Source: an optimization exercise on an open RTL-to-GDS flow (aim: small area). Production flows keep margins and buffers that such runs may drop.
Function was checked by simulation only, so behaviour that the tests miss may differ from the original.
The clock port is modelled as an ideal driver; clocking choices that lean on that would not hold on a real chip.

==> job 4387: inputs <==
==> flow/design.v (excerpt) <==
module PL_Calculate(
    clk, rst_n, ps_write_done, pl_cal_done,
    bram_addr_0b, bram_rddata_0b, bram_en_0b, bram_rst_0b, bram_we_0b,
    bram_addr_1a, bram_wrdata_1a, bram_en_1a, bram_rst_1a, bram_we_1a,
    phase_tdata, phase_tvalid, sin_tdata, sin_tvalid, cos_tdata, cos_tvalid
    );
==> module PL_Calculate, before the edit <==
module PL_Calculate(
    clk, rst_n, ps_write_done, pl_cal_done,
    bram_addr_0b, bram_rddata_0b, bram_en_0b, bram_rst_0b, bram_we_0b,
    bram_addr_1a, bram_wrdata_1a, bram_en_1a, bram_rst_1a, bram_we_1a,
    phase_tdata, phase_tvalid, sin_tdata, sin_tvalid, cos_tdata, cos_tvalid
    );
    input clk;
    input rst_n;
    input ps_write_done;
    output pl_cal_done;
    output [11:0]bram_addr_0b;
    input [31:0]bram_rddata_0b;
    output bram_en_0b;
    output bram_rst_0b;
    output [3:0]bram_we_0b;
    output [11:0]bram_addr_1a;
    output [31:0]bram_wrdata_1a;
    output bram_en_1a;
    output bram_rst_1a;
    output [3:0]bram_we_1a;
    output [31:0]phase_tdata;
    output phase_tvalid;
    input [31:0]sin_tdata;
    input sin_tvalid;
    input [31:0]cos_tdata;
    input cos_tvalid;
    localparam [3:0] WAIT = 4'd5,
                     IDLE = 4'd0,
                     R0   = 4'd11,
                     R1   = 4'd15,
                     R2   = 4'd7,
                     R3   = 4'd13,
                     CW   = 4'd2,
                     CF   = 4'd10,
                     W0   = 4'd14,
                     W1   = 4'd9,
                     W2   = 4'd12,
                     W3   = 4'd8,
                     U0   = 4'd1,
                     U1   = 4'd6,
                     DONE = 4'd4;
    reg [3:0] st;
    reg [2:0] idx;           
    reg [1:0] cnt;           
    reg       tvalid;        
    wire [31:0] p_reg;
    wire [31:0] w_reg;
    wire cap = sin_tvalid & cos_tvalid;
    wire in_wait = (st == CW) | (st == CF);
    always @(posedge clk) begin
        if (!rst_n)
            st <= WAIT;
        else begin
            case (st)
            WAIT: st <= ps_write_done ? IDLE : WAIT;
            IDLE: st <= R0;
            R0:   st <= R1;
            R1:   st <= R2;
            R2:   st <= R3;
            R3:   st <= CW;
            CW:   st <= cap ? CF : CW;
            CF:   st <= W0;
            W0:   st <= W1;
            W1:   st <= W2;
            W2:   st <= W3;
            W3:   st <= U0;
            U0:   st <= U1;
            U1:   st <= (idx == 3'd0) ? DONE : IDLE;
            DONE: st <= DONE;
            default: st <= WAIT;
            endcase
        end
    end
    always @(posedge clk) begin
        if (!rst_n)
            idx <= 3'd0;
        else if (st == U0)
            idx <= (idx == 3'd5) ? 3'd0 : idx + 3'd1;
    end
    always @(posedge clk) begin
        if (!in_wait)
            cnt <= 2'd0;
        else
            cnt <= {cnt[1] | cnt[0], cnt[1] | ~cnt[0]};    
    end
    always @(posedge clk) begin
        if (in_wait)
            tvalid <= (cnt != 2'd3);
    end
    wire        s_rd  = (st == R2);
    wire        s_cap = in_wait & cap;
    wire        s_ph  = (st == CW) & (cnt == 2'd0);
    wire        s_ws  = rst_n & (st == W0);
    wire        s_wc  = rst_n & (st == W2);
    wire        h_x   = ~(s_rd | s_cap);
    wire        h_w   = rst_n & ~((st == W0) | (st == W2));
    PL_Calculate_data u_data (
        .clk(clk),
        .s_rd(s_rd), .s_cap(s_cap), .s_ph(s_ph), .s_ws(s_ws), .s_wc(s_wc),
        .h_x(h_x), .h_c(~s_cap), .h_p(~s_ph), .h_w(h_w),
        .rddata(bram_rddata_0b), .sin(sin_tdata), .cos(cos_tdata),
        .p(p_reg), .w(w_reg));
    wire odd = (st == W2) | (st == W3) | (st == U0) | (st == DONE);
    assign pl_cal_done    = (st == DONE) | ((st == U1) & (idx == 3'd0));
    assign bram_rst_0b    = ~rst_n;
    assign bram_addr_0b   = {7'd0, idx[2:1], idx[0] | (st == DONE), 2'b00};
    assign bram_en_0b     = (st == R1);
    assign bram_we_0b     = 4'd0;
    assign bram_rst_1a    = ~rst_n;
    assign bram_addr_1a   = {6'd0, idx, odd, 2'b00};
    assign bram_wrdata_1a = w_reg;
    assign bram_en_1a     = (st == W1) | (st == W3);
    assign bram_we_1a     = {4{bram_en_1a}};
    assign phase_tdata    = p_reg;
    assign phase_tvalid   = tvalid;
endmodule
==> module PL_Calculate_data, before the edit <==
module PL_Calculate_data(
    input clk,
    input s_rd, input s_cap, input s_ph, input s_ws, input s_wc,
    input h_x, input h_c, input h_p, input h_w,
    input [31:0] rddata, input [31:0] sin, input [31:0] cos,
    output reg [31:0] p, output reg [31:0] w
    );
    reg [31:0] x;    
    reg [31:0] c;    
    always @(posedge clk) begin
        x <= ({32{s_rd}} & rddata) | ({32{s_cap}} & sin) | ({32{h_x}} & x);
        c <= ({32{s_cap}} & cos) | ({32{h_c}} & c);
        p <= ({32{s_ph}} & x) | ({32{h_p}} & p);
        w <= ({32{s_ws}} & x) | ({32{s_wc}} & c) | ({32{h_w}} & w);
    end
endmodule
==> flow/config.mk <==
export PLATFORM = sky130hd
export DESIGN_NAME = PL_Calculate
export DESIGN_NICKNAME = PL_Calculate
export VERILOG_FILES = /design/flow/design.v
export SDC_FILE = /design/flow/constraint.sdc
export NUM_CORES = 4
export LEC_CHECK = 0
export CAP_MARGIN = 0
export CORE_MARGIN = 2
export CORE_UTILIZATION = 45
export SLEW_MARGIN = 0
export SYNTH_HIERARCHICAL = 1
==> flow/constraint.sdc <==
create_clock -name core_clock -period 5.0 [get_ports {clk}]
set_input_delay 1.0000 -clock core_clock [delete_from_list [all_inputs] [get_ports {clk}]]
set_output_delay 1.0000 -clock core_clock [all_outputs]
set_load 0.01 [all_outputs]
standard.sh (not shown) runs the stock make flow with config.mk's settings and CLKGATE_MAP_FILE= SYNTH_SCRIPT=/design/flow/synth_recipe.tcl, a recipe that flattens the netlist after the stock synthesis.
==> flow/flow/run.sh <==
#!/bin/bash
# Layout flow: the standard flow (standard.sh) with these changes:
#  - synthesis maps logic with ABC's area mapper (flow/area.abc) instead of
#    ORFS's speed script; everything else in synth_recipe.tcl is unchanged;
#  - ports are buffered with sky130_fd_sc_hd__buf_1;
#  - clock tree: clkbuf_4 buffers, no dummy loads;
#  - one tie cell drives all constant outputs (no tie fanout repair);
#  - after CTS, clock leaf buffers whose flip-flops see a slew above
#    115 ps are upsized to clkbuf_8 (flow/clk_fix.tcl).
set -euo pipefail
here=$PWD
{
  head -n 1 synth_recipe.tcl
  cat <<EOT
proc abc {args} {
  set i [lsearch -exact \$args -script]
  if {\$i >= 0} { lset args [expr {\$i + 1}] $here/flow/area.abc }
  yosys abc {*}\$args
}
EOT
  tail -n +2 synth_recipe.tcl
} > my_synth.tcl
bash standard.sh SYNTH_SCRIPT=$here/my_synth.tcl \
  BUFFER_PORTS_ARGS="-buffer_cell sky130_fd_sc_hd__buf_1" \
  SKIP_REPAIR_TIE_FANOUT=1 \
  POST_CTS_TCL=$here/flow/clk_fix.tcl \
  CTS_ARGS="-sink_clustering_enable -repair_clock_nets -dont_use_dummy_load -buf_list sky130_fd_sc_hd__clkbuf_4" \
  finish > standard.log 2>&1
==> flow/flow/area.abc <==
strash
dch
amap
topo
==> flow/flow/clk_fix.tcl <==
set clk_slew_limit 0.115
estimate_parasitics -placement
foreach inst [get_cells clkbuf_*] {
  set worst 0
  foreach pin [get_pins -of_objects [get_nets -of_objects [get_pins [get_full_name $inst]/X]]] {
    if {[get_property $pin direction] ne "input" || [get_property $pin lib_pin_name] ne "CLK"} continue
    set s [get_property $pin slew_max]
    if {$s > $worst} { set worst $s }
  }
  if {$worst > $clk_slew_limit && [get_property $inst ref_name] ne "sky130_fd_sc_hd__clkbuf_8"} {
    puts "clk_fix: [get_full_name $inst] load slew $worst, upsized to clkbuf_8"
    replace_cell $inst sky130_fd_sc_hd__clkbuf_8
  }
}
estimate_parasitics -placement
set ms 0
foreach pin [get_pins -hierarchical */CLK] { set s [get_property $pin slew_max]; if {$s > $ms} { set ms $s } }
puts "clk_fix: max flip-flop clock slew $ms"
==> inputs of job 8626, as changes to job 4387 <==
--- a/flow/design.v
+++ b/flow/design.v
@@ -27,17 +27,17 @@
     input cos_tvalid;
-    localparam [3:0] WAIT = 4'd5,
-                     IDLE = 4'd0,
+    localparam [3:0] WAIT = 4'd8,
+                     IDLE = 4'd4,
                      R0   = 4'd11,
-                     R1   = 4'd15,
-                     R2   = 4'd7,
-                     R3   = 4'd13,
-                     CW   = 4'd2,
-                     CF   = 4'd10,
-                     W0   = 4'd14,
-                     W1   = 4'd9,
-                     W2   = 4'd12,
-                     W3   = 4'd8,
-                     U0   = 4'd1,
-                     U1   = 4'd6,
-                     DONE = 4'd4;
+                     R1   = 4'd3,
+                     R2   = 4'd6,
+                     R3   = 4'd2,
+                     CW   = 4'd10,
+                     CF   = 4'd14,
+                     W0   = 4'd12,
+                     W1   = 4'd7,
+                     W2   = 4'd15,
+                     W3   = 4'd5,
+                     U0   = 4'd0,
+                     U1   = 4'd9,
+                     DONE = 4'd13;
     reg [3:0] st;
@@ -46,4 +46,6 @@
     reg       tvalid;        
-    wire [31:0] p_reg;
-    wire [31:0] w_reg;
+    reg [31:0] x_reg;        
+    reg [31:0] c_reg;        
+    reg [31:0] p_reg;        
+    reg [31:0] w_reg;        
     wire cap = sin_tvalid & cos_tvalid;
@@ -83,4 +85,4 @@
             cnt <= 2'd0;
-        else
-            cnt <= {cnt[1] | cnt[0], cnt[1] | ~cnt[0]};    
+        else if (cnt != 2'd3)
+            cnt <= cnt + 2'd1;
     end
@@ -96,9 +98,13 @@
     wire        h_x   = ~(s_rd | s_cap);
+    wire        unused = (st == 4'd1);
+    wire        h_c   = ~(s_cap | unused);
+    wire        h_p   = ~(s_ph | unused);
     wire        h_w   = rst_n & ~((st == W0) | (st == W2));
-    PL_Calculate_data u_data (
-        .clk(clk),
-        .s_rd(s_rd), .s_cap(s_cap), .s_ph(s_ph), .s_ws(s_ws), .s_wc(s_wc),
-        .h_x(h_x), .h_c(~s_cap), .h_p(~s_ph), .h_w(h_w),
-        .rddata(bram_rddata_0b), .sin(sin_tdata), .cos(cos_tdata),
-        .p(p_reg), .w(w_reg));
+    always @(posedge clk) begin
+        x_reg <= ({32{s_rd}} & bram_rddata_0b) | ({32{s_cap}} & sin_tdata) |
+                 ({32{h_x}} & x_reg);
+        c_reg <= ({32{s_cap}} & cos_tdata) | ({32{h_c}} & c_reg);
+        p_reg <= ({32{s_ph}} & x_reg) | ({32{h_p}} & p_reg);
+        w_reg <= ({32{s_ws}} & x_reg) | ({32{s_wc}} & c_reg) | ({32{h_w}} & w_reg);
+    end
     wire odd = (st == W2) | (st == W3) | (st == U0) | (st == DONE);
@@ -117,17 +123 @@
 endmodule
-module PL_Calculate_data(
-    input clk,
-    input s_rd, input s_cap, input s_ph, input s_ws, input s_wc,
-    input h_x, input h_c, input h_p, input h_w,
-    input [31:0] rddata, input [31:0] sin, input [31:0] cos,
-    output reg [31:0] p, output reg [31:0] w
-    );
-    reg [31:0] x;    
-    reg [31:0] c;    
-    always @(posedge clk) begin
-        x <= ({32{s_rd}} & rddata) | ({32{s_cap}} & sin) | ({32{h_x}} & x);
-        c <= ({32{s_cap}} & cos) | ({32{h_c}} & c);
-        p <= ({32{s_ph}} & x) | ({32{h_p}} & p);
-        w <= ({32{s_ws}} & x) | ({32{s_wc}} & c) | ({32{h_w}} & w);
-    end
-endmodule
--- a/flow/flow/run.sh
+++ b/flow/flow/run.sh
@@ -6,5 +6,3 @@
 #  - clock tree: clkbuf_4 buffers, no dummy loads;
-#  - one tie cell drives all constant outputs (no tie fanout repair);
-#  - after CTS, clock leaf buffers whose flip-flops see a slew above
-#    115 ps are upsized to clkbuf_8 (flow/clk_fix.tcl).
+#  - one tie cell drives all constant outputs (no tie fanout repair).
 set -euo pipefail
@@ -25,3 +23,2 @@
   SKIP_REPAIR_TIE_FANOUT=1 \
-  POST_CTS_TCL=$here/flow/clk_fix.tcl \
   CTS_ARGS="-sink_clustering_enable -repair_clock_nets -dont_use_dummy_load -buf_list sky130_fd_sc_hd__clkbuf_4" \
- CAP_MARGIN: 0 -> 20
- CORE_UTILIZATION: 45 -> 40
- SLEW_MARGIN: 0 -> 20
- SYNTH_HIERARCHICAL: 1 -> unset
removed: flow/flow/clk_fix.tcl
==> inputs of job 1036, as changes to job 4387 <==
--- a/flow/design.v
+++ b/flow/design.v
@@ -27,21 +27,21 @@
     input cos_tvalid;
-    localparam [3:0] WAIT = 4'd5,
-                     IDLE = 4'd0,
+    localparam [3:0] WAIT = 4'd8,
+                     IDLE = 4'd4,
                      R0   = 4'd11,
-                     R1   = 4'd15,
-                     R2   = 4'd7,
-                     R3   = 4'd13,
-                     CW   = 4'd2,
-                     CF   = 4'd10,
-                     W0   = 4'd14,
-                     W1   = 4'd9,
-                     W2   = 4'd12,
-                     W3   = 4'd8,
-                     U0   = 4'd1,
-                     U1   = 4'd6,
-                     DONE = 4'd4;
+                     R1   = 4'd3,
+                     R2   = 4'd6,
+                     R3   = 4'd2,
+                     CW   = 4'd10,
+                     CF   = 4'd14,
+                     W0   = 4'd12,
+                     W1   = 4'd7,
+                     W2   = 4'd15,
+                     W3   = 4'd5,
+                     U0   = 4'd0,
+                     U1   = 4'd9,
+                     DONE = 4'd13;
     reg [3:0] st;
-    reg [2:0] idx;           
-    reg [1:0] cnt;           
-    reg       tvalid;        
+    reg [2:0] idx;
+    reg [1:0] cnt;
+    reg       tvalid;
     wire [31:0] p_reg;
@@ -83,4 +83,4 @@
             cnt <= 2'd0;
-        else
-            cnt <= {cnt[1] | cnt[0], cnt[1] | ~cnt[0]};    
+        else if (cnt != 2'd3)
+            cnt <= cnt + 2'd1;
     end
--- a/flow/flow/run.sh
+++ b/flow/flow/run.sh
@@ -6,5 +6,3 @@
 #  - clock tree: clkbuf_4 buffers, no dummy loads;
-#  - one tie cell drives all constant outputs (no tie fanout repair);
-#  - after CTS, clock leaf buffers whose flip-flops see a slew above
-#    115 ps are upsized to clkbuf_8 (flow/clk_fix.tcl).
+#  - one tie cell drives all constant outputs (no tie fanout repair).
 set -euo pipefail
@@ -25,3 +23,2 @@
   SKIP_REPAIR_TIE_FANOUT=1 \
-  POST_CTS_TCL=$here/flow/clk_fix.tcl \
   CTS_ARGS="-sink_clustering_enable -repair_clock_nets -dont_use_dummy_load -buf_list sky130_fd_sc_hd__clkbuf_4" \
- CORE_UTILIZATION: 45 -> 55
removed: flow/flow/clk_fix.tcl
==> flow_summary.json <==
{
  "multi_input_area_share_pct": 26.4,
  "post_synth_fa_ha_maj_area_fraction_pct": 0,
  "total_leakage_power_nw": 2.00,
  "multi_input_comb_cells": 178,
  "compound_gate_fraction_of_synth_area_pct": 27.4,
  "crit_slowest_cell": "sky130_fd_sc_hd__nor2_4",
  "power.ir.vdd_worst_mv": 0.226,
  "worst_reg2reg_path_length_in_cells": 8,
  "synthTopCellsByCount": "137 x sky130_fd_sc_hd__dfxtp_1, 76 x sky130_fd_sc_hd__clkinv_1, 64 x sky130_fd_sc_hd__a222oi_1, 64 x sky130_fd_sc_hd__a22o_1, 29 x sky130_fd_sc_hd__buf_4",
  "die_x_um": 106,
  "status": "timing/DRC/antenna clean"
}
the above is filed under job 4387

==> flow_summary.json <==
{
  "status": "timing/DRC/antenna clean",
  "total_leakage_power_nw": 2.04,
  "final.setup.worst_slack_ns": 1.84,
  "compound_gate_fraction_of_synth_area_pct": 25.1,
  "die_x_um": 115,
  "wl_met2_um": 6300,
  "synthTopCellsByCount": "145 x sky130_fd_sc_hd__clkinv_1, 137 x sky130_fd_sc_hd__dfxtp_1, 64 x sky130_fd_sc_hd__a222oi_1",
  "post_synth_fa_ha_maj_area_fraction_pct": 0.504,
  "multi_input_comb_cells": 186,
  "layout-drive-gt1-share_pct": 4.47,
  "hold_buffers": 0,
  "multi_input_area_share_pct": 25.6,
  "power.ir.vdd_worst_mv": 0.234
}
the above is filed under job 8626

==> flow_summary.json <==
{
  "fmax_mhz": 320,
  "hold_path_depth": 2,
  "drt_pre_antenna_iters": 10,
  "synth.area.mux_share_pct": 0,
  "power.internal_mw": 2.18,
  "status": "timing/DRC/antenna clean",
  "power.share.sequential_pct": 54.3,
  "die_x_um": 97.2,
  "place.gp.congestion": 0.792,
  "post_synth_fa_ha_maj_area_fraction_pct": 0.524,
  "power.ir.vdd_worst_mv": 0.314,
  "multi_input_comb_cells": 179,
  "synthTopCellsByCount": "137 x sky130_fd_sc_hd__dfxtp_1, 82 x sky130_fd_sc_hd__clkinv_1, 64 x sky130_fd_sc_hd__a222oi_1, 64 x sky130_fd_sc_hd__a22o_1, 29 x sky130_fd_sc_hd__buf_4",
  "syn-instance-count": 428,
  "detailedRoute.firstIterationViolations": 444,
  "total_leakage_power_nw": 2.04,
  "final.setup_skew_ns": 0.0466,
  "worst_reg2reg_path_length_in_cells": 10,
  "crit_slowest_cell": "sky130_fd_sc_hd__nand3_2"
}
the above is filed under job 1036

## port drivers added, routing unchanged
The results above use ideal ports. As a check the final layouts listed here were re-extracted and re-timed, cells and wires unchanged. Step 1 sets driving cells, clkbuf_16 on the clock port and buf_2 on the other inputs (assumed; they add their load-dependent delay and slew). Step 2, shift: input delay + t, output delay - t, t = (earliest + latest rising clock arrival at the registers) / 2. This alone moves slack from input paths to output paths. Three values: ideal, step 1, step 2; two values: the first two.
| run | t, ns | slack for setup (ns) | hold slack, ns | worst setup path after step 2 |
|---|---|---|---|---|
| job 4387 | 0.512 | 2.050 / 2.050 / 2.050 | 0.460 / 0.460 / 0.460 | register to register |
| job 8626 | 0.542 | 1.844 / 1.809 / 1.882 | 0.443 / 0.443 / 0.443 | input to register |
| job 1036 | 0.499 | 1.873 / 1.873 / 1.873 | 0.444 / 0.444 / 0.444 | register to register |
After both steps every run listed still meets setup and hold.
